Background: an optimization exercise with open tools, aiming at small area. Do not read the settings as production practice. At most, simulation tests tie the RTL to the original design; equivalence was not proved. Function not checked in run 1: the RTL went through the layout flow alone.

==> flow/design.v, too long to show whole: its modules and the start of the top module <==
// module c_o22ai: 3 lines
// module c_a22oi: 3 lines
// module c_a222oi: 3 lines
// module c_nand2: 3 lines
// module c_nor2: 3 lines
// module c_inv: 3 lines
// module c_xor2: 3 lines
// module c_xnor2: 3 lines
// module c_fa: 4 lines
// module c_ha: 4 lines
// module leading_zero_cnt: 36 lines
// module fp32_converter: 30 lines
// module norm_shift: 177 lines
// module ge9: 17 lines
// module max9: 9 lines
// module shift_dist: 16 lines
// module exp_max: 21 lines
// module csa_tree: 347 lines
// module popcount8: 13 lines
// module cpa51: 26 lines
// module align: 278 lines
// module fp_adder_tree: 61 lines
module fp_adder_tree #(
    parameter int unsigned N = 8
) (
    input clk,
    input rst_n,
    input            in_valid,
    input [32*N-1:0] fp_in,
    output           out_valid,
    output [31:0]    out
);
  // ...
==> flow/run.sh <==
#!/bin/bash
# synth_recipe.tcl (not shown) runs the flow's synth.tcl, then flattens the netlist and writes it again
# the make line also repeats each setting of config.mk as NAME=value (left out here)
make -C /OpenROAD-flow-scripts/flow DESIGN_CONFIG=/design/flow/config.mk WORK_HOME=/design/flow/orfs CLKGATE_MAP_FILE= SYNTH_SCRIPT=/design/flow/synth_recipe.tcl finish
==> flow/config.mk <==
export PLATFORM = sky130hd
export DESIGN_NAME = fp_adder_tree
export DESIGN_NICKNAME = fp_adder_tree
export VERILOG_FILES = /design/flow/design.v
export SDC_FILE = /design/flow/constraint.sdc
export NUM_CORES = 4
export LEC_CHECK = 0
export CAP_MARGIN = 20
export CORE_MARGIN = 2
export CORE_UTILIZATION = 60
export SLEW_MARGIN = 20
export SYNTH_HIERARCHICAL = 1
==> flow/constraint.sdc <==
create_clock -name core_clock -period 8.5 [get_ports {clk}]
set_input_delay 1.7000 -clock core_clock [delete_from_list [all_inputs] [get_ports {clk}]]
set_output_delay 1.7000 -clock core_clock [all_outputs]
set_load 0.01 [all_outputs]
==> impl_metrics.toml, run 1 <==
[status]
status = "complete, but fails checks"
violations = "setup timing"

[cells_and_area]
nClkBuffers = 46
drive_gt1_share_pct = 12.1
syn_to_final_growth_pct = 21.4
finalInstanceArea_um2 = 43600
inv_count = 260
n_antenna_cell = 3
reg_top3 = "m_r (192), t_r (51), d_r (48)"
largest_class = "multi-input gates"

[synth]
yosysWarnings = 22

[sta]
tightest_slew_ns = 0.945
setup-violations-final = 12
hold_viol_final = 0
setup_ws_ns = -0.145

[worst_setup_path]
crit_fanout = 6
cp_slowest_cell = "fa_2"

[detailed_routing]
met2_length_um = 61500

[clock_tree]
numCtsBuffers = 35

[placement]
numPortBuffers = 291

[min_path]
hold_path_end = "xmax_r2[2]"

[grt]
grt.met2_usage_pct = 67.5
==> run 2, diff against run 1 <==
--- a/flow/design.v
+++ b/flow/design.v
@@ -290,50 +290,77 @@
 end
 assign ge = gg[2] | (ee[2] & gg[1]) | (ee[2] & ee[1] & (gg[0] | ee[0]));
 endmodule
-module max9 (
+module max9n (
     input  [8:0] a,
     input  [8:0] b,
+    input        ge,
     output [8:0] y
 );
-logic ge;
-ge9 cmp (.a(a), .b(b), .ge(ge));
-assign y = ge ? a : b;
+wire gen;
+c_inv i_gen (.a(ge), .y(gen));
+for (genvar i = 0; i < 9; i++) begin : g_mux
+    c_o22ai u (.a1(b[i]), .a2(ge), .b1(a[i]), .b2(gen), .y(y[i]));
+end
 endmodule
-module shift_dist (
-    input  [7:0] x,
-    input  [7:0] y,
-    output [5:0] dsat
+module dist_lo (
+    input  [5:0] nx,
+    input  [5:0] y,
+    output [5:0] r,
+    output       co
 );
-logic [7:0] d;
-logic [8:0] c;
-always_comb begin
-    c[0] = 1'b1;
-    for (int i = 0; i < 8; i++) begin
-        d[i]   = x[i] ^ ~y[i] ^ c[i];
-        c[i+1] = (x[i] & ~y[i]) | (x[i] & c[i]) | (~y[i] & c[i]);
-    end
+wire [5:0] c;
+c_ha h0 (.a(nx[0]), .b(y[0]), .s(r[0]), .co(c[0]));
+for (genvar i = 1; i < 6; i++) begin : g_fa
+    c_fa f (.a(nx[i]), .b(y[i]), .ci(c[i-1]), .s(r[i]), .co(c[i]));
 end
-assign dsat = d[5:0] | {6{d[7] | d[6] | (d[5] & d[4])}};
+assign co = c[5];
+endmodule
+module dist_sat (
+    input  [1:0] nx,
+    input  [1:0] y,
+    input        ci,
+    input  [1:0] r54,
+    output       keep
+);
+wire [1:0] r;       
+wire       c6, c7;
+c_fa f6 (.a(nx[0]), .b(y[0]), .ci(ci), .s(r[0]), .co(c6));
+c_fa f7 (.a(nx[1]), .b(y[1]), .ci(c6), .s(r[1]), .co(c7));
+assign keep = r[1] & r[0] & (r54[1] | r54[0]);
 endmodule
 module exp_max (
     input  [7:0][7:0]  e,
-    output [7:0]       xmax,
-    output [7:0][5:0]  dsat
+    output [7:0]       xn,
+    output [7:0][5:0]  rl,
+    output [7:0]       cl
 );
 logic [7:0][7:0] ex;
-logic [8:0]      q [0:14];
+logic [7:0][8:0] q;
+wire  [3:0][8:0] w1n;      
+wire  [1:0][8:0] w2;       
+wire  [8:0]      kn;       
+wire  [3:0]      ge1;
+wire  [1:0]      ge2;
+wire             ge3;
 always_comb begin
     for (int i = 0; i < 8; i++) begin
         ex[i] = {e[i][7:1], e[i][0] | ~|e[i][7:1]};
         q[i]  = {~&e[i], ex[i]};
     end
 end
-for (genvar i = 0; i < 7; i++) begin : g_tree
-    max9 m (.a(q[2*i]), .b(q[2*i+1]), .y(q[8+i]));
+for (genvar i = 0; i < 4; i++) begin : g_r1
+    ge9   c (.a(q[2*i]), .b(q[2*i+1]), .ge(ge1[i]));
+    max9n m (.a(q[2*i]), .b(q[2*i+1]), .ge(ge1[i]), .y(w1n[i]));
+end
+for (genvar i = 0; i < 2; i++) begin : g_r2
+    ge9   c (.a(w1n[2*i+1]), .b(w1n[2*i]), .ge(ge2[i]));
+    max9n m (.a(w1n[2*i]), .b(w1n[2*i+1]), .ge(ge2[i]), .y(w2[i]));
 end
-assign xmax = q[14][7:0];
+ge9   c3 (.a(w2[0]), .b(w2[1]), .ge(ge3));
+max9n m3 (.a(w2[0]), .b(w2[1]), .ge(ge3), .y(kn));
+assign xn = kn[7:0];
 for (genvar i = 0; i < 8; i++) begin : g_dist
-    shift_dist dd (.x(xmax), .y(ex[i]), .dsat(dsat[i]));
+    dist_lo dd (.nx(kn[5:0]), .y(ex[i][5:0]), .r(rl[i]), .co(cl[i]));
 end
 endmodule
 module csa_tree (
@@ -725,232 +752,235 @@
 module align (
     input         s,
     input  [23:0] m,
-    input  [5:0]  d,
+    input  [5:0]  rl,      
+    input         keep,    
     output [47:0] u
 );
-wire dn0, dn1, dn2, dn3, dn4, dn5, l0_22, l0_23, l0_24, l0_25, l0_26, l0_27, l0_28, l0_29, l0_30, l0_31, l0_32, l0_33, l0_34, l0_35, l0_36, l0_37, l0_38, l0_39, l0_40, l0_41, l0_42, l0_43, l0_44, l0_45, l0_46, l1_20, l1_21, l1_22, l1_23, l1_24, l1_25, l1_26, l1_27, l1_28, l1_29, l1_30, l1_31, l1_32, l1_33, l1_34, l1_35, l1_36, l1_37, l1_38, l1_39, l1_40, l1_41, l1_42, l1_43, l1_44, l1_45, l1_46, l2_16, l2_17, l2_18, l2_19, l2_20, l2_21, l2_22, l2_23, l2_24, l2_25, l2_26, l2_27, l2_28, l2_29, l2_30, l2_31, l2_32, l2_33, l2_34, l2_35, l2_36, l2_37, l2_38, l2_39, l2_40, l2_41, l2_42, l2_43, l2_44, l2_45, l2_46, l3_10, l3_11, l3_12, l3_13, l3_14, l3_15, l3_16, l3_17, l3_18, l3_19, l3_20, l3_21, l3_22, l3_23, l3_24, l3_25, l3_26, l3_27, l3_28, l3_29, l3_30, l3_31, l3_32, l3_33, l3_34, l3_35, l3_36, l3_37, l3_38, l3_39, l3_40, l3_41, l3_42, l3_43, l3_44, l3_45, l3_46, l3_8, l3_9, l4_0, l4_1, l4_10, l4_11, l4_12, l4_13, l4_14, l4_15, l4_16, l4_17, l4_18, l4_19, l4_2, l4_20, l4_21, l4_22, l4_23, l4_24, l4_25, l4_26, l4_27, l4_28, l4_29, l4_3, l4_30, l4_31, l4_32, l4_33, l4_34, l4_35, l4_36, l4_37, l4_38, l4_39, l4_4, l4_40, l4_41, l4_42, l4_43, l4_44, l4_45, l4_46, l4_5, l4_6, l4_7, l4_8, l4_9, l5_0, l5_1, l5_10, l5_11, l5_12, l5_13, l5_14, l5_15, l5_16, l5_17, l5_18, l5_19, l5_2, l5_20, l5_21, l5_22, l5_23, l5_24, l5_25, l5_26, l5_27, l5_28, l5_29, l5_3, l5_30, l5_31, l5_32, l5_33, l5_34, l5_35, l5_36, l5_37, l5_38, l5_39, l5_4, l5_40, l5_41, l5_42, l5_43, l5_44, l5_45, l5_46, l5_5, l5_6, l5_7, l5_8, l5_9;
-c_inv i_dn0 (.a(d[0]), .y(dn0));
-c_nand2 u0_22 (.a(m[0]), .b(d[0]), .y(l0_22));
-c_o22ai u0_23 (.a1(m[0]), .a2(d[0]), .b1(m[1]), .b2(dn0), .y(l0_23));
-c_o22ai u0_24 (.a1(m[1]), .a2(d[0]), .b1(m[2]), .b2(dn0), .y(l0_24));
-c_o22ai u0_25 (.a1(m[2]), .a2(d[0]), .b1(m[3]), .b2(dn0), .y(l0_25));
-c_o22ai u0_26 (.a1(m[3]), .a2(d[0]), .b1(m[4]), .b2(dn0), .y(l0_26));
-c_o22ai u0_27 (.a1(m[4]), .a2(d[0]), .b1(m[5]), .b2(dn0), .y(l0_27));
-c_o22ai u0_28 (.a1(m[5]), .a2(d[0]), .b1(m[6]), .b2(dn0), .y(l0_28));
-c_o22ai u0_29 (.a1(m[6]), .a2(d[0]), .b1(m[7]), .b2(dn0), .y(l0_29));
-c_o22ai u0_30 (.a1(m[7]), .a2(d[0]), .b1(m[8]), .b2(dn0), .y(l0_30));
-c_o22ai u0_31 (.a1(m[8]), .a2(d[0]), .b1(m[9]), .b2(dn0), .y(l0_31));
-c_o22ai u0_32 (.a1(m[9]), .a2(d[0]), .b1(m[10]), .b2(dn0), .y(l0_32));
-c_o22ai u0_33 (.a1(m[10]), .a2(d[0]), .b1(m[11]), .b2(dn0), .y(l0_33));
-c_o22ai u0_34 (.a1(m[11]), .a2(d[0]), .b1(m[12]), .b2(dn0), .y(l0_34));
-c_o22ai u0_35 (.a1(m[12]), .a2(d[0]), .b1(m[13]), .b2(dn0), .y(l0_35));
-c_o22ai u0_36 (.a1(m[13]), .a2(d[0]), .b1(m[14]), .b2(dn0), .y(l0_36));
-c_o22ai u0_37 (.a1(m[14]), .a2(d[0]), .b1(m[15]), .b2(dn0), .y(l0_37));
-c_o22ai u0_38 (.a1(m[15]), .a2(d[0]), .b1(m[16]), .b2(dn0), .y(l0_38));
-c_o22ai u0_39 (.a1(m[16]), .a2(d[0]), .b1(m[17]), .b2(dn0), .y(l0_39));
-c_o22ai u0_40 (.a1(m[17]), .a2(d[0]), .b1(m[18]), .b2(dn0), .y(l0_40));
-c_o22ai u0_41 (.a1(m[18]), .a2(d[0]), .b1(m[19]), .b2(dn0), .y(l0_41));
-c_o22ai u0_42 (.a1(m[19]), .a2(d[0]), .b1(m[20]), .b2(dn0), .y(l0_42));
-c_o22ai u0_43 (.a1(m[20]), .a2(d[0]), .b1(m[21]), .b2(dn0), .y(l0_43));
-c_o22ai u0_44 (.a1(m[21]), .a2(d[0]), .b1(m[22]), .b2(dn0), .y(l0_44));
-c_o22ai u0_45 (.a1(m[22]), .a2(d[0]), .b1(m[23]), .b2(dn0), .y(l0_45));
-c_nand2 u0_46 (.a(m[23]), .b(dn0), .y(l0_46));
-c_inv i_dn1 (.a(d[1]), .y(dn1));
-c_nor2 u1_20 (.a(l0_22), .b(dn1), .y(l1_20));
-c_nor2 u1_21 (.a(l0_23), .b(dn1), .y(l1_21));
-c_o22ai u1_22 (.a1(l0_22), .a2(d[1]), .b1(l0_24), .b2(dn1), .y(l1_22));
-c_o22ai u1_23 (.a1(l0_23), .a2(d[1]), .b1(l0_25), .b2(dn1), .y(l1_23));
-c_o22ai u1_24 (.a1(l0_24), .a2(d[1]), .b1(l0_26), .b2(dn1), .y(l1_24));
-c_o22ai u1_25 (.a1(l0_25), .a2(d[1]), .b1(l0_27), .b2(dn1), .y(l1_25));
-c_o22ai u1_26 (.a1(l0_26), .a2(d[1]), .b1(l0_28), .b2(dn1), .y(l1_26));
-c_o22ai u1_27 (.a1(l0_27), .a2(d[1]), .b1(l0_29), .b2(dn1), .y(l1_27));
-c_o22ai u1_28 (.a1(l0_28), .a2(d[1]), .b1(l0_30), .b2(dn1), .y(l1_28));
-c_o22ai u1_29 (.a1(l0_29), .a2(d[1]), .b1(l0_31), .b2(dn1), .y(l1_29));
-c_o22ai u1_30 (.a1(l0_30), .a2(d[1]), .b1(l0_32), .b2(dn1), .y(l1_30));
-c_o22ai u1_31 (.a1(l0_31), .a2(d[1]), .b1(l0_33), .b2(dn1), .y(l1_31));
-c_o22ai u1_32 (.a1(l0_32), .a2(d[1]), .b1(l0_34), .b2(dn1), .y(l1_32));
-c_o22ai u1_33 (.a1(l0_33), .a2(d[1]), .b1(l0_35), .b2(dn1), .y(l1_33));
-c_o22ai u1_34 (.a1(l0_34), .a2(d[1]), .b1(l0_36), .b2(dn1), .y(l1_34));
-c_o22ai u1_35 (.a1(l0_35), .a2(d[1]), .b1(l0_37), .b2(dn1), .y(l1_35));
-c_o22ai u1_36 (.a1(l0_36), .a2(d[1]), .b1(l0_38), .b2(dn1), .y(l1_36));
-c_o22ai u1_37 (.a1(l0_37), .a2(d[1]), .b1(l0_39), .b2(dn1), .y(l1_37));
-c_o22ai u1_38 (.a1(l0_38), .a2(d[1]), .b1(l0_40), .b2(dn1), .y(l1_38));
-c_o22ai u1_39 (.a1(l0_39), .a2(d[1]), .b1(l0_41), .b2(dn1), .y(l1_39));
-c_o22ai u1_40 (.a1(l0_40), .a2(d[1]), .b1(l0_42), .b2(dn1), .y(l1_40));
-c_o22ai u1_41 (.a1(l0_41), .a2(d[1]), .b1(l0_43), .b2(dn1), .y(l1_41));
-c_o22ai u1_42 (.a1(l0_42), .a2(d[1]), .b1(l0_44), .b2(dn1), .y(l1_42));
-c_o22ai u1_43 (.a1(l0_43), .a2(d[1]), .b1(l0_45), .b2(dn1), .y(l1_43));
-c_o22ai u1_44 (.a1(l0_44), .a2(d[1]), .b1(l0_46), .b2(dn1), .y(l1_44));
-c_nor2 u1_45 (.a(l0_45), .b(d[1]), .y(l1_45));
-c_nor2 u1_46 (.a(l0_46), .b(d[1]), .y(l1_46));
-c_inv i_dn2 (.a(d[2]), .y(dn2));
-c_nand2 u2_16 (.a(l1_20), .b(d[2]), .y(l2_16));
-c_nand2 u2_17 (.a(l1_21), .b(d[2]), .y(l2_17));
-c_nand2 u2_18 (.a(l1_22), .b(d[2]), .y(l2_18));
-c_nand2 u2_19 (.a(l1_23), .b(d[2]), .y(l2_19));
-c_o22ai u2_20 (.a1(l1_20), .a2(d[2]), .b1(l1_24), .b2(dn2), .y(l2_20));
-c_o22ai u2_21 (.a1(l1_21), .a2(d[2]), .b1(l1_25), .b2(dn2), .y(l2_21));
-c_o22ai u2_22 (.a1(l1_22), .a2(d[2]), .b1(l1_26), .b2(dn2), .y(l2_22));
-c_o22ai u2_23 (.a1(l1_23), .a2(d[2]), .b1(l1_27), .b2(dn2), .y(l2_23));
-c_o22ai u2_24 (.a1(l1_24), .a2(d[2]), .b1(l1_28), .b2(dn2), .y(l2_24));
-c_o22ai u2_25 (.a1(l1_25), .a2(d[2]), .b1(l1_29), .b2(dn2), .y(l2_25));
-c_o22ai u2_26 (.a1(l1_26), .a2(d[2]), .b1(l1_30), .b2(dn2), .y(l2_26));
-c_o22ai u2_27 (.a1(l1_27), .a2(d[2]), .b1(l1_31), .b2(dn2), .y(l2_27));
-c_o22ai u2_28 (.a1(l1_28), .a2(d[2]), .b1(l1_32), .b2(dn2), .y(l2_28));
-c_o22ai u2_29 (.a1(l1_29), .a2(d[2]), .b1(l1_33), .b2(dn2), .y(l2_29));
-c_o22ai u2_30 (.a1(l1_30), .a2(d[2]), .b1(l1_34), .b2(dn2), .y(l2_30));
-c_o22ai u2_31 (.a1(l1_31), .a2(d[2]), .b1(l1_35), .b2(dn2), .y(l2_31));
-c_o22ai u2_32 (.a1(l1_32), .a2(d[2]), .b1(l1_36), .b2(dn2), .y(l2_32));
-c_o22ai u2_33 (.a1(l1_33), .a2(d[2]), .b1(l1_37), .b2(dn2), .y(l2_33));
-c_o22ai u2_34 (.a1(l1_34), .a2(d[2]), .b1(l1_38), .b2(dn2), .y(l2_34));
-c_o22ai u2_35 (.a1(l1_35), .a2(d[2]), .b1(l1_39), .b2(dn2), .y(l2_35));
-c_o22ai u2_36 (.a1(l1_36), .a2(d[2]), .b1(l1_40), .b2(dn2), .y(l2_36));
-c_o22ai u2_37 (.a1(l1_37), .a2(d[2]), .b1(l1_41), .b2(dn2), .y(l2_37));
-c_o22ai u2_38 (.a1(l1_38), .a2(d[2]), .b1(l1_42), .b2(dn2), .y(l2_38));
-c_o22ai u2_39 (.a1(l1_39), .a2(d[2]), .b1(l1_43), .b2(dn2), .y(l2_39));
-c_o22ai u2_40 (.a1(l1_40), .a2(d[2]), .b1(l1_44), .b2(dn2), .y(l2_40));
-c_o22ai u2_41 (.a1(l1_41), .a2(d[2]), .b1(l1_45), .b2(dn2), .y(l2_41));
-c_o22ai u2_42 (.a1(l1_42), .a2(d[2]), .b1(l1_46), .b2(dn2), .y(l2_42));
-c_nand2 u2_43 (.a(l1_43), .b(dn2), .y(l2_43));
-c_nand2 u2_44 (.a(l1_44), .b(dn2), .y(l2_44));
-c_nand2 u2_45 (.a(l1_45), .b(dn2), .y(l2_45));
-c_nand2 u2_46 (.a(l1_46), .b(dn2), .y(l2_46));
-c_inv i_dn3 (.a(d[3]), .y(dn3));
-c_nor2 u3_8 (.a(l2_16), .b(dn3), .y(l3_8));
-c_nor2 u3_9 (.a(l2_17), .b(dn3), .y(l3_9));
-c_nor2 u3_10 (.a(l2_18), .b(dn3), .y(l3_10));
-c_nor2 u3_11 (.a(l2_19), .b(dn3), .y(l3_11));
-c_nor2 u3_12 (.a(l2_20), .b(dn3), .y(l3_12));
-c_nor2 u3_13 (.a(l2_21), .b(dn3), .y(l3_13));
-c_nor2 u3_14 (.a(l2_22), .b(dn3), .y(l3_14));
-c_nor2 u3_15 (.a(l2_23), .b(dn3), .y(l3_15));
-c_o22ai u3_16 (.a1(l2_16), .a2(d[3]), .b1(l2_24), .b2(dn3), .y(l3_16));
-c_o22ai u3_17 (.a1(l2_17), .a2(d[3]), .b1(l2_25), .b2(dn3), .y(l3_17));
-c_o22ai u3_18 (.a1(l2_18), .a2(d[3]), .b1(l2_26), .b2(dn3), .y(l3_18));
-c_o22ai u3_19 (.a1(l2_19), .a2(d[3]), .b1(l2_27), .b2(dn3), .y(l3_19));
-c_o22ai u3_20 (.a1(l2_20), .a2(d[3]), .b1(l2_28), .b2(dn3), .y(l3_20));
-c_o22ai u3_21 (.a1(l2_21), .a2(d[3]), .b1(l2_29), .b2(dn3), .y(l3_21));
-c_o22ai u3_22 (.a1(l2_22), .a2(d[3]), .b1(l2_30), .b2(dn3), .y(l3_22));
-c_o22ai u3_23 (.a1(l2_23), .a2(d[3]), .b1(l2_31), .b2(dn3), .y(l3_23));
-c_o22ai u3_24 (.a1(l2_24), .a2(d[3]), .b1(l2_32), .b2(dn3), .y(l3_24));
-c_o22ai u3_25 (.a1(l2_25), .a2(d[3]), .b1(l2_33), .b2(dn3), .y(l3_25));
-c_o22ai u3_26 (.a1(l2_26), .a2(d[3]), .b1(l2_34), .b2(dn3), .y(l3_26));
-c_o22ai u3_27 (.a1(l2_27), .a2(d[3]), .b1(l2_35), .b2(dn3), .y(l3_27));
-c_o22ai u3_28 (.a1(l2_28), .a2(d[3]), .b1(l2_36), .b2(dn3), .y(l3_28));
-c_o22ai u3_29 (.a1(l2_29), .a2(d[3]), .b1(l2_37), .b2(dn3), .y(l3_29));
-c_o22ai u3_30 (.a1(l2_30), .a2(d[3]), .b1(l2_38), .b2(dn3), .y(l3_30));
-c_o22ai u3_31 (.a1(l2_31), .a2(d[3]), .b1(l2_39), .b2(dn3), .y(l3_31));
-c_o22ai u3_32 (.a1(l2_32), .a2(d[3]), .b1(l2_40), .b2(dn3), .y(l3_32));
-c_o22ai u3_33 (.a1(l2_33), .a2(d[3]), .b1(l2_41), .b2(dn3), .y(l3_33));
-c_o22ai u3_34 (.a1(l2_34), .a2(d[3]), .b1(l2_42), .b2(dn3), .y(l3_34));
-c_o22ai u3_35 (.a1(l2_35), .a2(d[3]), .b1(l2_43), .b2(dn3), .y(l3_35));
-c_o22ai u3_36 (.a1(l2_36), .a2(d[3]), .b1(l2_44), .b2(dn3), .y(l3_36));
-c_o22ai u3_37 (.a1(l2_37), .a2(d[3]), .b1(l2_45), .b2(dn3), .y(l3_37));
-c_o22ai u3_38 (.a1(l2_38), .a2(d[3]), .b1(l2_46), .b2(dn3), .y(l3_38));
-c_nor2 u3_39 (.a(l2_39), .b(d[3]), .y(l3_39));
-c_nor2 u3_40 (.a(l2_40), .b(d[3]), .y(l3_40));
-c_nor2 u3_41 (.a(l2_41), .b(d[3]), .y(l3_41));
-c_nor2 u3_42 (.a(l2_42), .b(d[3]), .y(l3_42));
-c_nor2 u3_43 (.a(l2_43), .b(d[3]), .y(l3_43));
-c_nor2 u3_44 (.a(l2_44), .b(d[3]), .y(l3_44));
-c_nor2 u3_45 (.a(l2_45), .b(d[3]), .y(l3_45));
-c_nor2 u3_46 (.a(l2_46), .b(d[3]), .y(l3_46));
-c_inv i_dn4 (.a(d[4]), .y(dn4));
-c_nand2 u4_0 (.a(l3_16), .b(d[4]), .y(l4_0));
-c_nand2 u4_1 (.a(l3_17), .b(d[4]), .y(l4_1));
-c_nand2 u4_2 (.a(l3_18), .b(d[4]), .y(l4_2));
-c_nand2 u4_3 (.a(l3_19), .b(d[4]), .y(l4_3));
-c_nand2 u4_4 (.a(l3_20), .b(d[4]), .y(l4_4));
-c_nand2 u4_5 (.a(l3_21), .b(d[4]), .y(l4_5));
-c_nand2 u4_6 (.a(l3_22), .b(d[4]), .y(l4_6));
-c_nand2 u4_7 (.a(l3_23), .b(d[4]), .y(l4_7));
-c_o22ai u4_8 (.a1(l3_8), .a2(d[4]), .b1(l3_24), .b2(dn4), .y(l4_8));
-c_o22ai u4_9 (.a1(l3_9), .a2(d[4]), .b1(l3_25), .b2(dn4), .y(l4_9));
-c_o22ai u4_10 (.a1(l3_10), .a2(d[4]), .b1(l3_26), .b2(dn4), .y(l4_10));
-c_o22ai u4_11 (.a1(l3_11), .a2(d[4]), .b1(l3_27), .b2(dn4), .y(l4_11));
-c_o22ai u4_12 (.a1(l3_12), .a2(d[4]), .b1(l3_28), .b2(dn4), .y(l4_12));
-c_o22ai u4_13 (.a1(l3_13), .a2(d[4]), .b1(l3_29), .b2(dn4), .y(l4_13));
-c_o22ai u4_14 (.a1(l3_14), .a2(d[4]), .b1(l3_30), .b2(dn4), .y(l4_14));
-c_o22ai u4_15 (.a1(l3_15), .a2(d[4]), .b1(l3_31), .b2(dn4), .y(l4_15));
-c_o22ai u4_16 (.a1(l3_16), .a2(d[4]), .b1(l3_32), .b2(dn4), .y(l4_16));
-c_o22ai u4_17 (.a1(l3_17), .a2(d[4]), .b1(l3_33), .b2(dn4), .y(l4_17));
-c_o22ai u4_18 (.a1(l3_18), .a2(d[4]), .b1(l3_34), .b2(dn4), .y(l4_18));
-c_o22ai u4_19 (.a1(l3_19), .a2(d[4]), .b1(l3_35), .b2(dn4), .y(l4_19));
-c_o22ai u4_20 (.a1(l3_20), .a2(d[4]), .b1(l3_36), .b2(dn4), .y(l4_20));
-c_o22ai u4_21 (.a1(l3_21), .a2(d[4]), .b1(l3_37), .b2(dn4), .y(l4_21));
-c_o22ai u4_22 (.a1(l3_22), .a2(d[4]), .b1(l3_38), .b2(dn4), .y(l4_22));
-c_o22ai u4_23 (.a1(l3_23), .a2(d[4]), .b1(l3_39), .b2(dn4), .y(l4_23));
-c_o22ai u4_24 (.a1(l3_24), .a2(d[4]), .b1(l3_40), .b2(dn4), .y(l4_24));
-c_o22ai u4_25 (.a1(l3_25), .a2(d[4]), .b1(l3_41), .b2(dn4), .y(l4_25));
-c_o22ai u4_26 (.a1(l3_26), .a2(d[4]), .b1(l3_42), .b2(dn4), .y(l4_26));
-c_o22ai u4_27 (.a1(l3_27), .a2(d[4]), .b1(l3_43), .b2(dn4), .y(l4_27));
-c_o22ai u4_28 (.a1(l3_28), .a2(d[4]), .b1(l3_44), .b2(dn4), .y(l4_28));
-c_o22ai u4_29 (.a1(l3_29), .a2(d[4]), .b1(l3_45), .b2(dn4), .y(l4_29));
-c_o22ai u4_30 (.a1(l3_30), .a2(d[4]), .b1(l3_46), .b2(dn4), .y(l4_30));
-c_nand2 u4_31 (.a(l3_31), .b(dn4), .y(l4_31));
-c_nand2 u4_32 (.a(l3_32), .b(dn4), .y(l4_32));
-c_nand2 u4_33 (.a(l3_33), .b(dn4), .y(l4_33));
-c_nand2 u4_34 (.a(l3_34), .b(dn4), .y(l4_34));
-c_nand2 u4_35 (.a(l3_35), .b(dn4), .y(l4_35));
-c_nand2 u4_36 (.a(l3_36), .b(dn4), .y(l4_36));
-c_nand2 u4_37 (.a(l3_37), .b(dn4), .y(l4_37));
-c_nand2 u4_38 (.a(l3_38), .b(dn4), .y(l4_38));
-c_nand2 u4_39 (.a(l3_39), .b(dn4), .y(l4_39));
-c_nand2 u4_40 (.a(l3_40), .b(dn4), .y(l4_40));
-c_nand2 u4_41 (.a(l3_41), .b(dn4), .y(l4_41));
-c_nand2 u4_42 (.a(l3_42), .b(dn4), .y(l4_42));
-c_nand2 u4_43 (.a(l3_43), .b(dn4), .y(l4_43));
-c_nand2 u4_44 (.a(l3_44), .b(dn4), .y(l4_44));
-c_nand2 u4_45 (.a(l3_45), .b(dn4), .y(l4_45));
-c_nand2 u4_46 (.a(l3_46), .b(dn4), .y(l4_46));
-c_inv i_dn5 (.a(d[5]), .y(dn5));
-c_o22ai u5_0 (.a1(l4_0), .a2(d[5]), .b1(l4_32), .b2(dn5), .y(l5_0));
-c_o22ai u5_1 (.a1(l4_1), .a2(d[5]), .b1(l4_33), .b2(dn5), .y(l5_1));
-c_o22ai u5_2 (.a1(l4_2), .a2(d[5]), .b1(l4_34), .b2(dn5), .y(l5_2));
-c_o22ai u5_3 (.a1(l4_3), .a2(d[5]), .b1(l4_35), .b2(dn5), .y(l5_3));
-c_o22ai u5_4 (.a1(l4_4), .a2(d[5]), .b1(l4_36), .b2(dn5), .y(l5_4));
-c_o22ai u5_5 (.a1(l4_5), .a2(d[5]), .b1(l4_37), .b2(dn5), .y(l5_5));
-c_o22ai u5_6 (.a1(l4_6), .a2(d[5]), .b1(l4_38), .b2(dn5), .y(l5_6));
-c_o22ai u5_7 (.a1(l4_7), .a2(d[5]), .b1(l4_39), .b2(dn5), .y(l5_7));
-c_o22ai u5_8 (.a1(l4_8), .a2(d[5]), .b1(l4_40), .b2(dn5), .y(l5_8));
-c_o22ai u5_9 (.a1(l4_9), .a2(d[5]), .b1(l4_41), .b2(dn5), .y(l5_9));
-c_o22ai u5_10 (.a1(l4_10), .a2(d[5]), .b1(l4_42), .b2(dn5), .y(l5_10));
-c_o22ai u5_11 (.a1(l4_11), .a2(d[5]), .b1(l4_43), .b2(dn5), .y(l5_11));
-c_o22ai u5_12 (.a1(l4_12), .a2(d[5]), .b1(l4_44), .b2(dn5), .y(l5_12));
-c_o22ai u5_13 (.a1(l4_13), .a2(d[5]), .b1(l4_45), .b2(dn5), .y(l5_13));
-c_o22ai u5_14 (.a1(l4_14), .a2(d[5]), .b1(l4_46), .b2(dn5), .y(l5_14));
-c_nor2 u5_15 (.a(l4_15), .b(d[5]), .y(l5_15));
-c_nor2 u5_16 (.a(l4_16), .b(d[5]), .y(l5_16));
-c_nor2 u5_17 (.a(l4_17), .b(d[5]), .y(l5_17));
-c_nor2 u5_18 (.a(l4_18), .b(d[5]), .y(l5_18));
-c_nor2 u5_19 (.a(l4_19), .b(d[5]), .y(l5_19));
-c_nor2 u5_20 (.a(l4_20), .b(d[5]), .y(l5_20));
-c_nor2 u5_21 (.a(l4_21), .b(d[5]), .y(l5_21));
-c_nor2 u5_22 (.a(l4_22), .b(d[5]), .y(l5_22));
-c_nor2 u5_23 (.a(l4_23), .b(d[5]), .y(l5_23));
-c_nor2 u5_24 (.a(l4_24), .b(d[5]), .y(l5_24));
-c_nor2 u5_25 (.a(l4_25), .b(d[5]), .y(l5_25));
-c_nor2 u5_26 (.a(l4_26), .b(d[5]), .y(l5_26));
-c_nor2 u5_27 (.a(l4_27), .b(d[5]), .y(l5_27));
-c_nor2 u5_28 (.a(l4_28), .b(d[5]), .y(l5_28));
-c_nor2 u5_29 (.a(l4_29), .b(d[5]), .y(l5_29));
-c_nor2 u5_30 (.a(l4_30), .b(d[5]), .y(l5_30));
-c_nor2 u5_31 (.a(l4_31), .b(d[5]), .y(l5_31));
-c_nor2 u5_32 (.a(l4_32), .b(d[5]), .y(l5_32));
-c_nor2 u5_33 (.a(l4_33), .b(d[5]), .y(l5_33));
-c_nor2 u5_34 (.a(l4_34), .b(d[5]), .y(l5_34));
-c_nor2 u5_35 (.a(l4_35), .b(d[5]), .y(l5_35));
-c_nor2 u5_36 (.a(l4_36), .b(d[5]), .y(l5_36));
-c_nor2 u5_37 (.a(l4_37), .b(d[5]), .y(l5_37));
-c_nor2 u5_38 (.a(l4_38), .b(d[5]), .y(l5_38));
-c_nor2 u5_39 (.a(l4_39), .b(d[5]), .y(l5_39));
-c_nor2 u5_40 (.a(l4_40), .b(d[5]), .y(l5_40));
-c_nor2 u5_41 (.a(l4_41), .b(d[5]), .y(l5_41));
-c_nor2 u5_42 (.a(l4_42), .b(d[5]), .y(l5_42));
-c_nor2 u5_43 (.a(l4_43), .b(d[5]), .y(l5_43));
-c_nor2 u5_44 (.a(l4_44), .b(d[5]), .y(l5_44));
-c_nor2 u5_45 (.a(l4_45), .b(d[5]), .y(l5_45));
-c_nor2 u5_46 (.a(l4_46), .b(d[5]), .y(l5_46));
+wire dh4, dh5, dhn4, dhn5, dl0, dl1, dl2, dl3, l0_22, l0_23, l0_24, l0_25, l0_26, l0_27, l0_28, l0_29, l0_30, l0_31, l0_32, l0_33, l0_34, l0_35, l0_36, l0_37, l0_38, l0_39, l0_40, l0_41, l0_42, l0_43, l0_44, l0_45, l0_46, l1_20, l1_21, l1_22, l1_23, l1_24, l1_25, l1_26, l1_27, l1_28, l1_29, l1_30, l1_31, l1_32, l1_33, l1_34, l1_35, l1_36, l1_37, l1_38, l1_39, l1_40, l1_41, l1_42, l1_43, l1_44, l1_45, l1_46, l2_16, l2_17, l2_18, l2_19, l2_20, l2_21, l2_22, l2_23, l2_24, l2_25, l2_26, l2_27, l2_28, l2_29, l2_30, l2_31, l2_32, l2_33, l2_34, l2_35, l2_36, l2_37, l2_38, l2_39, l2_40, l2_41, l2_42, l2_43, l2_44, l2_45, l2_46, l3_10, l3_11, l3_12, l3_13, l3_14, l3_15, l3_16, l3_17, l3_18, l3_19, l3_20, l3_21, l3_22, l3_23, l3_24, l3_25, l3_26, l3_27, l3_28, l3_29, l3_30, l3_31, l3_32, l3_33, l3_34, l3_35, l3_36, l3_37, l3_38, l3_39, l3_40, l3_41, l3_42, l3_43, l3_44, l3_45, l3_46, l3_8, l3_9, l4_0, l4_1, l4_10, l4_11, l4_12, l4_13, l4_14, l4_15, l4_16, l4_17, l4_18, l4_19, l4_2, l4_20, l4_21, l4_22, l4_23, l4_24, l4_25, l4_26, l4_27, l4_28, l4_29, l4_3, l4_30, l4_31, l4_32, l4_33, l4_34, l4_35, l4_36, l4_37, l4_38, l4_39, l4_4, l4_40, l4_41, l4_42, l4_43, l4_44, l4_45, l4_46, l4_5, l4_6, l4_7, l4_8, l4_9, l5_0, l5_1, l5_10, l5_11, l5_12, l5_13, l5_14, l5_15, l5_16, l5_17, l5_18, l5_19, l5_2, l5_20, l5_21, l5_22, l5_23, l5_24, l5_25, l5_26, l5_27, l5_28, l5_29, l5_3, l5_30, l5_31, l5_32, l5_33, l5_34, l5_35, l5_36, l5_37, l5_38, l5_39, l5_4, l5_40, l5_41, l5_42, l5_43, l5_44, l5_45, l5_46, l5_5, l5_6, l5_7, l5_8, l5_9;
+c_inv i_dl0 (.a(rl[0]), .y(dl0));
+c_nand2 u0_22 (.a(m[0]), .b(dl0), .y(l0_22));
+c_o22ai u0_23 (.a1(m[0]), .a2(dl0), .b1(m[1]), .b2(rl[0]), .y(l0_23));
+c_o22ai u0_24 (.a1(m[1]), .a2(dl0), .b1(m[2]), .b2(rl[0]), .y(l0_24));
+c_o22ai u0_25 (.a1(m[2]), .a2(dl0), .b1(m[3]), .b2(rl[0]), .y(l0_25));
+c_o22ai u0_26 (.a1(m[3]), .a2(dl0), .b1(m[4]), .b2(rl[0]), .y(l0_26));
+c_o22ai u0_27 (.a1(m[4]), .a2(dl0), .b1(m[5]), .b2(rl[0]), .y(l0_27));
+c_o22ai u0_28 (.a1(m[5]), .a2(dl0), .b1(m[6]), .b2(rl[0]), .y(l0_28));
+c_o22ai u0_29 (.a1(m[6]), .a2(dl0), .b1(m[7]), .b2(rl[0]), .y(l0_29));
+c_o22ai u0_30 (.a1(m[7]), .a2(dl0), .b1(m[8]), .b2(rl[0]), .y(l0_30));
+c_o22ai u0_31 (.a1(m[8]), .a2(dl0), .b1(m[9]), .b2(rl[0]), .y(l0_31));
+c_o22ai u0_32 (.a1(m[9]), .a2(dl0), .b1(m[10]), .b2(rl[0]), .y(l0_32));
+c_o22ai u0_33 (.a1(m[10]), .a2(dl0), .b1(m[11]), .b2(rl[0]), .y(l0_33));
+c_o22ai u0_34 (.a1(m[11]), .a2(dl0), .b1(m[12]), .b2(rl[0]), .y(l0_34));
+c_o22ai u0_35 (.a1(m[12]), .a2(dl0), .b1(m[13]), .b2(rl[0]), .y(l0_35));
+c_o22ai u0_36 (.a1(m[13]), .a2(dl0), .b1(m[14]), .b2(rl[0]), .y(l0_36));
+c_o22ai u0_37 (.a1(m[14]), .a2(dl0), .b1(m[15]), .b2(rl[0]), .y(l0_37));
+c_o22ai u0_38 (.a1(m[15]), .a2(dl0), .b1(m[16]), .b2(rl[0]), .y(l0_38));
+c_o22ai u0_39 (.a1(m[16]), .a2(dl0), .b1(m[17]), .b2(rl[0]), .y(l0_39));
+c_o22ai u0_40 (.a1(m[17]), .a2(dl0), .b1(m[18]), .b2(rl[0]), .y(l0_40));
+c_o22ai u0_41 (.a1(m[18]), .a2(dl0), .b1(m[19]), .b2(rl[0]), .y(l0_41));
+c_o22ai u0_42 (.a1(m[19]), .a2(dl0), .b1(m[20]), .b2(rl[0]), .y(l0_42));
+c_o22ai u0_43 (.a1(m[20]), .a2(dl0), .b1(m[21]), .b2(rl[0]), .y(l0_43));
+c_o22ai u0_44 (.a1(m[21]), .a2(dl0), .b1(m[22]), .b2(rl[0]), .y(l0_44));
+c_o22ai u0_45 (.a1(m[22]), .a2(dl0), .b1(m[23]), .b2(rl[0]), .y(l0_45));
+c_nand2 u0_46 (.a(m[23]), .b(rl[0]), .y(l0_46));
+c_inv i_dl1 (.a(rl[1]), .y(dl1));
+c_nor2 u1_20 (.a(l0_22), .b(rl[1]), .y(l1_20));
+c_nor2 u1_21 (.a(l0_23), .b(rl[1]), .y(l1_21));
+c_o22ai u1_22 (.a1(l0_22), .a2(dl1), .b1(l0_24), .b2(rl[1]), .y(l1_22));
+c_o22ai u1_23 (.a1(l0_23), .a2(dl1), .b1(l0_25), .b2(rl[1]), .y(l1_23));
+c_o22ai u1_24 (.a1(l0_24), .a2(dl1), .b1(l0_26), .b2(rl[1]), .y(l1_24));
+c_o22ai u1_25 (.a1(l0_25), .a2(dl1), .b1(l0_27), .b2(rl[1]), .y(l1_25));
+c_o22ai u1_26 (.a1(l0_26), .a2(dl1), .b1(l0_28), .b2(rl[1]), .y(l1_26));
+c_o22ai u1_27 (.a1(l0_27), .a2(dl1), .b1(l0_29), .b2(rl[1]), .y(l1_27));
+c_o22ai u1_28 (.a1(l0_28), .a2(dl1), .b1(l0_30), .b2(rl[1]), .y(l1_28));
+c_o22ai u1_29 (.a1(l0_29), .a2(dl1), .b1(l0_31), .b2(rl[1]), .y(l1_29));
+c_o22ai u1_30 (.a1(l0_30), .a2(dl1), .b1(l0_32), .b2(rl[1]), .y(l1_30));
+c_o22ai u1_31 (.a1(l0_31), .a2(dl1), .b1(l0_33), .b2(rl[1]), .y(l1_31));
+c_o22ai u1_32 (.a1(l0_32), .a2(dl1), .b1(l0_34), .b2(rl[1]), .y(l1_32));
+c_o22ai u1_33 (.a1(l0_33), .a2(dl1), .b1(l0_35), .b2(rl[1]), .y(l1_33));
+c_o22ai u1_34 (.a1(l0_34), .a2(dl1), .b1(l0_36), .b2(rl[1]), .y(l1_34));
+c_o22ai u1_35 (.a1(l0_35), .a2(dl1), .b1(l0_37), .b2(rl[1]), .y(l1_35));
+c_o22ai u1_36 (.a1(l0_36), .a2(dl1), .b1(l0_38), .b2(rl[1]), .y(l1_36));
+c_o22ai u1_37 (.a1(l0_37), .a2(dl1), .b1(l0_39), .b2(rl[1]), .y(l1_37));
+c_o22ai u1_38 (.a1(l0_38), .a2(dl1), .b1(l0_40), .b2(rl[1]), .y(l1_38));
+c_o22ai u1_39 (.a1(l0_39), .a2(dl1), .b1(l0_41), .b2(rl[1]), .y(l1_39));
+c_o22ai u1_40 (.a1(l0_40), .a2(dl1), .b1(l0_42), .b2(rl[1]), .y(l1_40));
+c_o22ai u1_41 (.a1(l0_41), .a2(dl1), .b1(l0_43), .b2(rl[1]), .y(l1_41));
+c_o22ai u1_42 (.a1(l0_42), .a2(dl1), .b1(l0_44), .b2(rl[1]), .y(l1_42));
+c_o22ai u1_43 (.a1(l0_43), .a2(dl1), .b1(l0_45), .b2(rl[1]), .y(l1_43));
+c_o22ai u1_44 (.a1(l0_44), .a2(dl1), .b1(l0_46), .b2(rl[1]), .y(l1_44));
+c_nor2 u1_45 (.a(l0_45), .b(dl1), .y(l1_45));
+c_nor2 u1_46 (.a(l0_46), .b(dl1), .y(l1_46));
+c_inv i_dl2 (.a(rl[2]), .y(dl2));
+c_nand2 u2_16 (.a(l1_20), .b(dl2), .y(l2_16));
+c_nand2 u2_17 (.a(l1_21), .b(dl2), .y(l2_17));
+c_nand2 u2_18 (.a(l1_22), .b(dl2), .y(l2_18));
+c_nand2 u2_19 (.a(l1_23), .b(dl2), .y(l2_19));
+c_o22ai u2_20 (.a1(l1_20), .a2(dl2), .b1(l1_24), .b2(rl[2]), .y(l2_20));
+c_o22ai u2_21 (.a1(l1_21), .a2(dl2), .b1(l1_25), .b2(rl[2]), .y(l2_21));
+c_o22ai u2_22 (.a1(l1_22), .a2(dl2), .b1(l1_26), .b2(rl[2]), .y(l2_22));
+c_o22ai u2_23 (.a1(l1_23), .a2(dl2), .b1(l1_27), .b2(rl[2]), .y(l2_23));
+c_o22ai u2_24 (.a1(l1_24), .a2(dl2), .b1(l1_28), .b2(rl[2]), .y(l2_24));
+c_o22ai u2_25 (.a1(l1_25), .a2(dl2), .b1(l1_29), .b2(rl[2]), .y(l2_25));
+c_o22ai u2_26 (.a1(l1_26), .a2(dl2), .b1(l1_30), .b2(rl[2]), .y(l2_26));
+c_o22ai u2_27 (.a1(l1_27), .a2(dl2), .b1(l1_31), .b2(rl[2]), .y(l2_27));
+c_o22ai u2_28 (.a1(l1_28), .a2(dl2), .b1(l1_32), .b2(rl[2]), .y(l2_28));
+c_o22ai u2_29 (.a1(l1_29), .a2(dl2), .b1(l1_33), .b2(rl[2]), .y(l2_29));
+c_o22ai u2_30 (.a1(l1_30), .a2(dl2), .b1(l1_34), .b2(rl[2]), .y(l2_30));
+c_o22ai u2_31 (.a1(l1_31), .a2(dl2), .b1(l1_35), .b2(rl[2]), .y(l2_31));
+c_o22ai u2_32 (.a1(l1_32), .a2(dl2), .b1(l1_36), .b2(rl[2]), .y(l2_32));
+c_o22ai u2_33 (.a1(l1_33), .a2(dl2), .b1(l1_37), .b2(rl[2]), .y(l2_33));
+c_o22ai u2_34 (.a1(l1_34), .a2(dl2), .b1(l1_38), .b2(rl[2]), .y(l2_34));
+c_o22ai u2_35 (.a1(l1_35), .a2(dl2), .b1(l1_39), .b2(rl[2]), .y(l2_35));
+c_o22ai u2_36 (.a1(l1_36), .a2(dl2), .b1(l1_40), .b2(rl[2]), .y(l2_36));
+c_o22ai u2_37 (.a1(l1_37), .a2(dl2), .b1(l1_41), .b2(rl[2]), .y(l2_37));
+c_o22ai u2_38 (.a1(l1_38), .a2(dl2), .b1(l1_42), .b2(rl[2]), .y(l2_38));
+c_o22ai u2_39 (.a1(l1_39), .a2(dl2), .b1(l1_43), .b2(rl[2]), .y(l2_39));
+c_o22ai u2_40 (.a1(l1_40), .a2(dl2), .b1(l1_44), .b2(rl[2]), .y(l2_40));
+c_o22ai u2_41 (.a1(l1_41), .a2(dl2), .b1(l1_45), .b2(rl[2]), .y(l2_41));
+c_o22ai u2_42 (.a1(l1_42), .a2(dl2), .b1(l1_46), .b2(rl[2]), .y(l2_42));
+c_nand2 u2_43 (.a(l1_43), .b(rl[2]), .y(l2_43));
+c_nand2 u2_44 (.a(l1_44), .b(rl[2]), .y(l2_44));
+c_nand2 u2_45 (.a(l1_45), .b(rl[2]), .y(l2_45));
+c_nand2 u2_46 (.a(l1_46), .b(rl[2]), .y(l2_46));
+c_inv i_dl3 (.a(rl[3]), .y(dl3));
+c_nor2 u3_8 (.a(l2_16), .b(rl[3]), .y(l3_8));
+c_nor2 u3_9 (.a(l2_17), .b(rl[3]), .y(l3_9));
+c_nor2 u3_10 (.a(l2_18), .b(rl[3]), .y(l3_10));
+c_nor2 u3_11 (.a(l2_19), .b(rl[3]), .y(l3_11));
+c_nor2 u3_12 (.a(l2_20), .b(rl[3]), .y(l3_12));
+c_nor2 u3_13 (.a(l2_21), .b(rl[3]), .y(l3_13));
+c_nor2 u3_14 (.a(l2_22), .b(rl[3]), .y(l3_14));
+c_nor2 u3_15 (.a(l2_23), .b(rl[3]), .y(l3_15));
+c_o22ai u3_16 (.a1(l2_16), .a2(dl3), .b1(l2_24), .b2(rl[3]), .y(l3_16));
+c_o22ai u3_17 (.a1(l2_17), .a2(dl3), .b1(l2_25), .b2(rl[3]), .y(l3_17));
+c_o22ai u3_18 (.a1(l2_18), .a2(dl3), .b1(l2_26), .b2(rl[3]), .y(l3_18));
+c_o22ai u3_19 (.a1(l2_19), .a2(dl3), .b1(l2_27), .b2(rl[3]), .y(l3_19));
+c_o22ai u3_20 (.a1(l2_20), .a2(dl3), .b1(l2_28), .b2(rl[3]), .y(l3_20));
+c_o22ai u3_21 (.a1(l2_21), .a2(dl3), .b1(l2_29), .b2(rl[3]), .y(l3_21));
+c_o22ai u3_22 (.a1(l2_22), .a2(dl3), .b1(l2_30), .b2(rl[3]), .y(l3_22));
+c_o22ai u3_23 (.a1(l2_23), .a2(dl3), .b1(l2_31), .b2(rl[3]), .y(l3_23));
+c_o22ai u3_24 (.a1(l2_24), .a2(dl3), .b1(l2_32), .b2(rl[3]), .y(l3_24));
+c_o22ai u3_25 (.a1(l2_25), .a2(dl3), .b1(l2_33), .b2(rl[3]), .y(l3_25));
+c_o22ai u3_26 (.a1(l2_26), .a2(dl3), .b1(l2_34), .b2(rl[3]), .y(l3_26));
+c_o22ai u3_27 (.a1(l2_27), .a2(dl3), .b1(l2_35), .b2(rl[3]), .y(l3_27));
+c_o22ai u3_28 (.a1(l2_28), .a2(dl3), .b1(l2_36), .b2(rl[3]), .y(l3_28));
+c_o22ai u3_29 (.a1(l2_29), .a2(dl3), .b1(l2_37), .b2(rl[3]), .y(l3_29));
+c_o22ai u3_30 (.a1(l2_30), .a2(dl3), .b1(l2_38), .b2(rl[3]), .y(l3_30));
+c_o22ai u3_31 (.a1(l2_31), .a2(dl3), .b1(l2_39), .b2(rl[3]), .y(l3_31));
+c_o22ai u3_32 (.a1(l2_32), .a2(dl3), .b1(l2_40), .b2(rl[3]), .y(l3_32));
+c_o22ai u3_33 (.a1(l2_33), .a2(dl3), .b1(l2_41), .b2(rl[3]), .y(l3_33));
+c_o22ai u3_34 (.a1(l2_34), .a2(dl3), .b1(l2_42), .b2(rl[3]), .y(l3_34));
+c_o22ai u3_35 (.a1(l2_35), .a2(dl3), .b1(l2_43), .b2(rl[3]), .y(l3_35));
+c_o22ai u3_36 (.a1(l2_36), .a2(dl3), .b1(l2_44), .b2(rl[3]), .y(l3_36));
+c_o22ai u3_37 (.a1(l2_37), .a2(dl3), .b1(l2_45), .b2(rl[3]), .y(l3_37));
+c_o22ai u3_38 (.a1(l2_38), .a2(dl3), .b1(l2_46), .b2(rl[3]), .y(l3_38));
+c_nor2 u3_39 (.a(l2_39), .b(dl3), .y(l3_39));
+c_nor2 u3_40 (.a(l2_40), .b(dl3), .y(l3_40));
+c_nor2 u3_41 (.a(l2_41), .b(dl3), .y(l3_41));
+c_nor2 u3_42 (.a(l2_42), .b(dl3), .y(l3_42));
+c_nor2 u3_43 (.a(l2_43), .b(dl3), .y(l3_43));
+c_nor2 u3_44 (.a(l2_44), .b(dl3), .y(l3_44));
+c_nor2 u3_45 (.a(l2_45), .b(dl3), .y(l3_45));
+c_nor2 u3_46 (.a(l2_46), .b(dl3), .y(l3_46));
+c_nand2 i_dh4 (.a(rl[4]), .b(keep), .y(dh4));
+c_inv i_dhn4 (.a(dh4), .y(dhn4));
+c_nand2 u4_0 (.a(l3_16), .b(dh4), .y(l4_0));
+c_nand2 u4_1 (.a(l3_17), .b(dh4), .y(l4_1));
+c_nand2 u4_2 (.a(l3_18), .b(dh4), .y(l4_2));
+c_nand2 u4_3 (.a(l3_19), .b(dh4), .y(l4_3));
+c_nand2 u4_4 (.a(l3_20), .b(dh4), .y(l4_4));
+c_nand2 u4_5 (.a(l3_21), .b(dh4), .y(l4_5));
+c_nand2 u4_6 (.a(l3_22), .b(dh4), .y(l4_6));
+c_nand2 u4_7 (.a(l3_23), .b(dh4), .y(l4_7));
+c_o22ai u4_8 (.a1(l3_8), .a2(dh4), .b1(l3_24), .b2(dhn4), .y(l4_8));
+c_o22ai u4_9 (.a1(l3_9), .a2(dh4), .b1(l3_25), .b2(dhn4), .y(l4_9));
+c_o22ai u4_10 (.a1(l3_10), .a2(dh4), .b1(l3_26), .b2(dhn4), .y(l4_10));
+c_o22ai u4_11 (.a1(l3_11), .a2(dh4), .b1(l3_27), .b2(dhn4), .y(l4_11));
+c_o22ai u4_12 (.a1(l3_12), .a2(dh4), .b1(l3_28), .b2(dhn4), .y(l4_12));
+c_o22ai u4_13 (.a1(l3_13), .a2(dh4), .b1(l3_29), .b2(dhn4), .y(l4_13));
+c_o22ai u4_14 (.a1(l3_14), .a2(dh4), .b1(l3_30), .b2(dhn4), .y(l4_14));
+c_o22ai u4_15 (.a1(l3_15), .a2(dh4), .b1(l3_31), .b2(dhn4), .y(l4_15));
+c_o22ai u4_16 (.a1(l3_16), .a2(dh4), .b1(l3_32), .b2(dhn4), .y(l4_16));
+c_o22ai u4_17 (.a1(l3_17), .a2(dh4), .b1(l3_33), .b2(dhn4), .y(l4_17));
+c_o22ai u4_18 (.a1(l3_18), .a2(dh4), .b1(l3_34), .b2(dhn4), .y(l4_18));
+c_o22ai u4_19 (.a1(l3_19), .a2(dh4), .b1(l3_35), .b2(dhn4), .y(l4_19));
+c_o22ai u4_20 (.a1(l3_20), .a2(dh4), .b1(l3_36), .b2(dhn4), .y(l4_20));
+c_o22ai u4_21 (.a1(l3_21), .a2(dh4), .b1(l3_37), .b2(dhn4), .y(l4_21));
+c_o22ai u4_22 (.a1(l3_22), .a2(dh4), .b1(l3_38), .b2(dhn4), .y(l4_22));
+c_o22ai u4_23 (.a1(l3_23), .a2(dh4), .b1(l3_39), .b2(dhn4), .y(l4_23));
+c_o22ai u4_24 (.a1(l3_24), .a2(dh4), .b1(l3_40), .b2(dhn4), .y(l4_24));
+c_o22ai u4_25 (.a1(l3_25), .a2(dh4), .b1(l3_41), .b2(dhn4), .y(l4_25));
+c_o22ai u4_26 (.a1(l3_26), .a2(dh4), .b1(l3_42), .b2(dhn4), .y(l4_26));
+c_o22ai u4_27 (.a1(l3_27), .a2(dh4), .b1(l3_43), .b2(dhn4), .y(l4_27));
+c_o22ai u4_28 (.a1(l3_28), .a2(dh4), .b1(l3_44), .b2(dhn4), .y(l4_28));
+c_o22ai u4_29 (.a1(l3_29), .a2(dh4), .b1(l3_45), .b2(dhn4), .y(l4_29));
+c_o22ai u4_30 (.a1(l3_30), .a2(dh4), .b1(l3_46), .b2(dhn4), .y(l4_30));
+c_nand2 u4_31 (.a(l3_31), .b(dhn4), .y(l4_31));
+c_nand2 u4_32 (.a(l3_32), .b(dhn4), .y(l4_32));
+c_nand2 u4_33 (.a(l3_33), .b(dhn4), .y(l4_33));
+c_nand2 u4_34 (.a(l3_34), .b(dhn4), .y(l4_34));
+c_nand2 u4_35 (.a(l3_35), .b(dhn4), .y(l4_35));
+c_nand2 u4_36 (.a(l3_36), .b(dhn4), .y(l4_36));
+c_nand2 u4_37 (.a(l3_37), .b(dhn4), .y(l4_37));
+c_nand2 u4_38 (.a(l3_38), .b(dhn4), .y(l4_38));
+c_nand2 u4_39 (.a(l3_39), .b(dhn4), .y(l4_39));
+c_nand2 u4_40 (.a(l3_40), .b(dhn4), .y(l4_40));
+c_nand2 u4_41 (.a(l3_41), .b(dhn4), .y(l4_41));
+c_nand2 u4_42 (.a(l3_42), .b(dhn4), .y(l4_42));
+c_nand2 u4_43 (.a(l3_43), .b(dhn4), .y(l4_43));
+c_nand2 u4_44 (.a(l3_44), .b(dhn4), .y(l4_44));
+c_nand2 u4_45 (.a(l3_45), .b(dhn4), .y(l4_45));
+c_nand2 u4_46 (.a(l3_46), .b(dhn4), .y(l4_46));
+c_nand2 i_dh5 (.a(rl[5]), .b(keep), .y(dh5));
+c_inv i_dhn5 (.a(dh5), .y(dhn5));
+c_o22ai u5_0 (.a1(l4_0), .a2(dh5), .b1(l4_32), .b2(dhn5), .y(l5_0));
+c_o22ai u5_1 (.a1(l4_1), .a2(dh5), .b1(l4_33), .b2(dhn5), .y(l5_1));
+c_o22ai u5_2 (.a1(l4_2), .a2(dh5), .b1(l4_34), .b2(dhn5), .y(l5_2));
+c_o22ai u5_3 (.a1(l4_3), .a2(dh5), .b1(l4_35), .b2(dhn5), .y(l5_3));
+c_o22ai u5_4 (.a1(l4_4), .a2(dh5), .b1(l4_36), .b2(dhn5), .y(l5_4));
+c_o22ai u5_5 (.a1(l4_5), .a2(dh5), .b1(l4_37), .b2(dhn5), .y(l5_5));
+c_o22ai u5_6 (.a1(l4_6), .a2(dh5), .b1(l4_38), .b2(dhn5), .y(l5_6));
+c_o22ai u5_7 (.a1(l4_7), .a2(dh5), .b1(l4_39), .b2(dhn5), .y(l5_7));
+c_o22ai u5_8 (.a1(l4_8), .a2(dh5), .b1(l4_40), .b2(dhn5), .y(l5_8));
+c_o22ai u5_9 (.a1(l4_9), .a2(dh5), .b1(l4_41), .b2(dhn5), .y(l5_9));
+c_o22ai u5_10 (.a1(l4_10), .a2(dh5), .b1(l4_42), .b2(dhn5), .y(l5_10));
+c_o22ai u5_11 (.a1(l4_11), .a2(dh5), .b1(l4_43), .b2(dhn5), .y(l5_11));
+c_o22ai u5_12 (.a1(l4_12), .a2(dh5), .b1(l4_44), .b2(dhn5), .y(l5_12));
+c_o22ai u5_13 (.a1(l4_13), .a2(dh5), .b1(l4_45), .b2(dhn5), .y(l5_13));
+c_o22ai u5_14 (.a1(l4_14), .a2(dh5), .b1(l4_46), .b2(dhn5), .y(l5_14));
+c_nor2 u5_15 (.a(l4_15), .b(dh5), .y(l5_15));
+c_nor2 u5_16 (.a(l4_16), .b(dh5), .y(l5_16));
+c_nor2 u5_17 (.a(l4_17), .b(dh5), .y(l5_17));
+c_nor2 u5_18 (.a(l4_18), .b(dh5), .y(l5_18));
+c_nor2 u5_19 (.a(l4_19), .b(dh5), .y(l5_19));
+c_nor2 u5_20 (.a(l4_20), .b(dh5), .y(l5_20));
+c_nor2 u5_21 (.a(l4_21), .b(dh5), .y(l5_21));
+c_nor2 u5_22 (.a(l4_22), .b(dh5), .y(l5_22));
+c_nor2 u5_23 (.a(l4_23), .b(dh5), .y(l5_23));
+c_nor2 u5_24 (.a(l4_24), .b(dh5), .y(l5_24));
+c_nor2 u5_25 (.a(l4_25), .b(dh5), .y(l5_25));
+c_nor2 u5_26 (.a(l4_26), .b(dh5), .y(l5_26));
+c_nor2 u5_27 (.a(l4_27), .b(dh5), .y(l5_27));
+c_nor2 u5_28 (.a(l4_28), .b(dh5), .y(l5_28));
+c_nor2 u5_29 (.a(l4_29), .b(dh5), .y(l5_29));
+c_nor2 u5_30 (.a(l4_30), .b(dh5), .y(l5_30));
+c_nor2 u5_31 (.a(l4_31), .b(dh5), .y(l5_31));
+c_nor2 u5_32 (.a(l4_32), .b(dh5), .y(l5_32));
+c_nor2 u5_33 (.a(l4_33), .b(dh5), .y(l5_33));
+c_nor2 u5_34 (.a(l4_34), .b(dh5), .y(l5_34));
+c_nor2 u5_35 (.a(l4_35), .b(dh5), .y(l5_35));
+c_nor2 u5_36 (.a(l4_36), .b(dh5), .y(l5_36));
+c_nor2 u5_37 (.a(l4_37), .b(dh5), .y(l5_37));
+c_nor2 u5_38 (.a(l4_38), .b(dh5), .y(l5_38));
+c_nor2 u5_39 (.a(l4_39), .b(dh5), .y(l5_39));
+c_nor2 u5_40 (.a(l4_40), .b(dh5), .y(l5_40));
+c_nor2 u5_41 (.a(l4_41), .b(dh5), .y(l5_41));
+c_nor2 u5_42 (.a(l4_42), .b(dh5), .y(l5_42));
+c_nor2 u5_43 (.a(l4_43), .b(dh5), .y(l5_43));
+c_nor2 u5_44 (.a(l4_44), .b(dh5), .y(l5_44));
+c_nor2 u5_45 (.a(l4_45), .b(dh5), .y(l5_45));
+c_nor2 u5_46 (.a(l4_46), .b(dh5), .y(l5_46));
 c_xor2 ux_0 (.a(l5_0), .b(s), .y(u[0]));
 c_xor2 ux_1 (.a(l5_1), .b(s), .y(u[1]));
 c_xor2 ux_2 (.a(l5_2), .b(s), .y(u[2]));
@@ -1011,29 +1041,36 @@
     output [31:0]    out
 );
 logic [N-1:0][7:0]  e;
-logic [N-1:0][5:0]  dsat;
-logic [7:0]         xmax;
+logic [N-1:0][5:0]  rl;
+logic [N-1:0]       cl;
+logic [7:0]         xn;
 always_comb
     for (int i = 0; i < N; i++) e[i] = fp_in[32*i+23 +: 8];
-exp_max exp_max_inst (.e(e), .xmax(xmax), .dsat(dsat));
+exp_max exp_max_inst (.e(e), .xn(xn), .rl(rl), .cl(cl));
 logic [N-1:0][23:0] m_r;
-logic [N-1:0][5:0]  d_r;
 logic [N-1:0]       s_r;
-logic [7:0]         xmax_r;
+logic [N-1:0][5:0]  rl_r;
+logic [N-1:0]       cl_r;
+logic [N-1:0][1:0]  eh_r;
+logic [7:0]         xn_r;
 logic               valid_r;
 always_ff @(posedge clk) begin
     for (int i = 0; i < N; i++) begin
-        m_r[i] <= {e[i] != 8'd0, fp_in[32*i +: 23]};
-        s_r[i] <= fp_in[32*i+31];
+        m_r[i]  <= {e[i] != 8'd0, fp_in[32*i +: 23]};
+        s_r[i]  <= fp_in[32*i+31];
+        eh_r[i] <= e[i][7:6];
     end
-    d_r    <= dsat;
-    xmax_r <= xmax;
+    rl_r <= rl;
+    cl_r <= cl;
+    xn_r <= xn;
 end
+logic [N-1:0]       keep;
 logic [N-1:0][47:0] u;
 logic [3:0]         pc;
 logic [50:0]        sum_x, sum_y, t;
 for (genvar i = 0; i < N; i++) begin : g_align
-    align align_inst (.s(s_r[i]), .m(m_r[i]), .d(d_r[i]), .u(u[i]));
+    dist_sat dist_inst (.nx(xn_r[7:6]), .y(eh_r[i]), .ci(cl_r[i]), .r54(rl_r[i][5:4]), .keep(keep[i]));
+    align align_inst (.s(s_r[i]), .m(m_r[i]), .rl(rl_r[i]), .keep(keep[i]), .u(u[i]));
 end
 popcount8 pc_inst (.s(s_r), .pc(pc));
 csa_tree  csa_inst (.u(u), .pc(pc), .x(sum_x), .y(sum_y));
@@ -1043,7 +1080,7 @@
 logic        valid_r2;
 always_ff @(posedge clk) begin
     t_r     <= t;
-    xmax_r2 <= xmax_r;
+    xmax_r2 <= ~xn_r;
 end
 always_ff @(posedge clk) begin
     if (!rst_n) begin
==> flow/flow/run.sh (new file) <==
#!/bin/bash
# Standard layout, with two changes: the port buffers are buf_1 cells, and
# after global routing the cells on paths with slack are downsized
# (ORFS's power recovery step), which also takes back area.
set -euo pipefail
export BUFFER_PORTS_ARGS="-buffer_cell sky130_fd_sc_hd__buf_1"
export RECOVER_POWER=100
bash standard.sh > standard.log 2>&1
==> flow/standard.sh (new file) <==
#!/bin/bash
# synth_recipe.tcl (not shown) runs the flow's synth.tcl, then flattens the netlist and writes it again
# the make line also repeats each setting of config.mk as NAME=value (left out here)
make -C /OpenROAD-flow-scripts/flow DESIGN_CONFIG=/design/flow/config.mk WORK_HOME=/design/flow/orfs CLKGATE_MAP_FILE= SYNTH_SCRIPT=/design/flow/synth_recipe.tcl "${@:-finish}"
--- a/flow/config.mk
+++ b/flow/config.mk
@@ -7,6 +7,6 @@
 export LEC_CHECK = 0
 export CAP_MARGIN = 20
 export CORE_MARGIN = 2
-export CORE_UTILIZATION = 60
+export CORE_UTILIZATION = 40
 export SLEW_MARGIN = 20
 export SYNTH_HIERARCHICAL = 1
removed: flow/run.sh
==> impl_metrics.toml, run 2 <==
[cells_and_area]
mostFrequentLayoutCell = "o22ai_1"
regArea_um2 = 6840
syn_to_final_growth_pct = 14.2
fill_cells = 8891
largest_register_ffs = 192
multi_input_area_um2 = 27800
reg_top3 = "m_r (192), t_r (51), rl_r (48)"
top_register = "m_r"
finalInstanceArea_um2 = 40300
final_nets = 5392
layout_common_cells = "o22ai_1, nor2_1, xor2_1"
post-route-util_pct = 46.3
drive_gt1_share_pct = 5.65

[sta]
finalCritPeriodShare_pct = 95.6
finClkSkew_ns = 0.0273
max_slew_margin_pct = -23.7
rsz0062_at_grt = "no"
hold_viol_final = 0
fmax_mhz = 123
maxSlewViolCount = 20
setup_ws_ns = 0.378
tightest_slew_ns = 1.86
period_needed_ns = 8.12
setup-violations-final = 0

[clock_tree]
insertion_delay_ns = 0.59
cts.hold.buffers_added = 0
numCtsBuffers = 37
cts_buffer_depth = 3
root_buffer = "clkbuf_16"
cts_tree = "yes"
clk_pin_slew_ns = 0.06
clock_sinks = 341
htree_levels = 2

[worst_setup_path]
crit_fanout = 14
critPathBufInv = 3
end_kind = "output pin"
startpoint_type = "flop"
cp.required_ns = 6.80
worst-setup-path-type = "flop to output pin"
cp.arrival_ns = 6.42
critPathTopFamily = "simple AND/OR/NAND/NOR gates"
worstPathCellList = "or4_4 > or4_4 > nor3_4 > buf_12 > a31oi_1 > xor2_1 > nor4_4 > nand2_1 > nor2_1 > o2111ai_1 > a22oi_1 > inv_1 > ha_1 > ha_1 > fa_1 > a211oi_1 > o21bai_1 > a31o_2 > o22ai_1 > xor2_1 > buf_1"
cp_slowest_cell = "or4_4"
max_stage_delay_ns = 0.56

[detailed_routing]
wl_per_cell_um = 23.8
vias = 33984
vias_per_cell = 5.90
postRouteAntennaNets = 0
drt_first_pass_iters = 6
drc = 0
drt_iter0_markers = 3366
routed_wl_um = 137000

[grt]
grt_pass1_wl_um = 200000
antenna_found_initial = 5
overflow = 0
grt_start_max_net_pins = 49
grtUsageTotal_pct = 29.5
grt_pass1_vias = 31663

[synth]
synthCells = 4059
avgSynthCellArea_um2 = 8.70
synth.cell_area_um2 = 35300
yosysWarnings = 12

[die]
initial_utilization_pct = 40.5
die_area_um2 = 90700
coreArea_um2 = 87200
ios = 292
die_w_um = 301
die_h_um = 301
num_rows = 108

[placement]
post-place-ws_ns = -0.0426
gp_congestion = 1.03
placed_area_um2 = 39200
hpwlAfterDp_um = 116000
numPortBuffers = 291

[run]
drv_cap = 2

[status]
status = "complete, but fails checks"
violations = "capacitance limit, slew limit"

[min_path]
hold_class = "flop to flop"
-- run 2: cell type report --
type	count	area share, %
antenna	2	0.0124
inverter	199	1.85
sequential	341	16.9
multi-input combinational	3544	68.9
clock inverter	19	0.586
clock buffer	48	2.52
tap	1155	3.58
timing repair buffer	450	5.56
-- run 2: path summary, 6_finish.rpt --
kind | depth (start not counted) | slack [ns] | start | end
setup / recovery | 21 | 0.38 | t_r[14] | out[30]
hold reg to reg | 1 | 0.43 | valid_r | valid_r2
hold / removal | 1 | 0.43 | valid_r | valid_r2
setup reg to reg | 24 | 0.52 | xn_r[6] | t_r[49]
-- run 2: through the flow --
step	setup TNS, ns	hold slack [ns]	std cells
final	0	0.431	5758
after floorplan	0	0.338	4095
after detailed placement	-0.136	0.419	5684
after global routing	0	0.463	5758
after global placement	-0.00754	0.414	5684
after CTS	0	0.437	5751
-- run 2: layer usage --
metal	GRT usage [%]	vias to the layer above	wire, um
met4	14.2	2	7450
met1	40.6	16094	59900
met2	45.9	1285	60500
met3	3.71	218	8900
met5	0	-	13
li1	-	16385	-
-- run 2: what timing repair did --
item	CTS	global route
setup buffers	0	5
gates resized for setup	0	1
setup endpoints to repair	0	2

==> afterwards: timing with drivers on the ports <==
The results above use ideal ports. As a check the final layouts listed here were re-extracted and re-timed, cells and wires unchanged. Step 1 (the two cells are an assumption about what drives the block):
set clk [get_ports {clk}]
set_driving_cell -lib_cell sky130_fd_sc_hd__clkbuf_16 $clk
set_driving_cell -lib_cell sky130_fd_sc_hd__buf_2 [delete_from_list [all_inputs] $clk]
Step 2 times the ports against the registers' clock, not the clock port: input delays grow and output delays shrink by t, the midpoint of the rising clock arrivals with the driver on. Three values: ideal ports, drivers, drivers and shift; two values: the first two.
run | t, ns | slack for setup (ns) | worst setup path at the end | worst register clock-pin slew, ns | worst slew at a driven data input, ns
run 1 | 0.637 | -0.145 / -0.100 / -0.737 | input to register | 0.07 / 0.07 | 0.08
run 2 | 0.639 | 0.378 / 0.316 / -0.059 | input to register | 0.07 / 0.07 | 0.10
For run 1, which loses most, drivers alone change the setup slack by +0.045 ns; drivers and shift together by -0.592 ns.
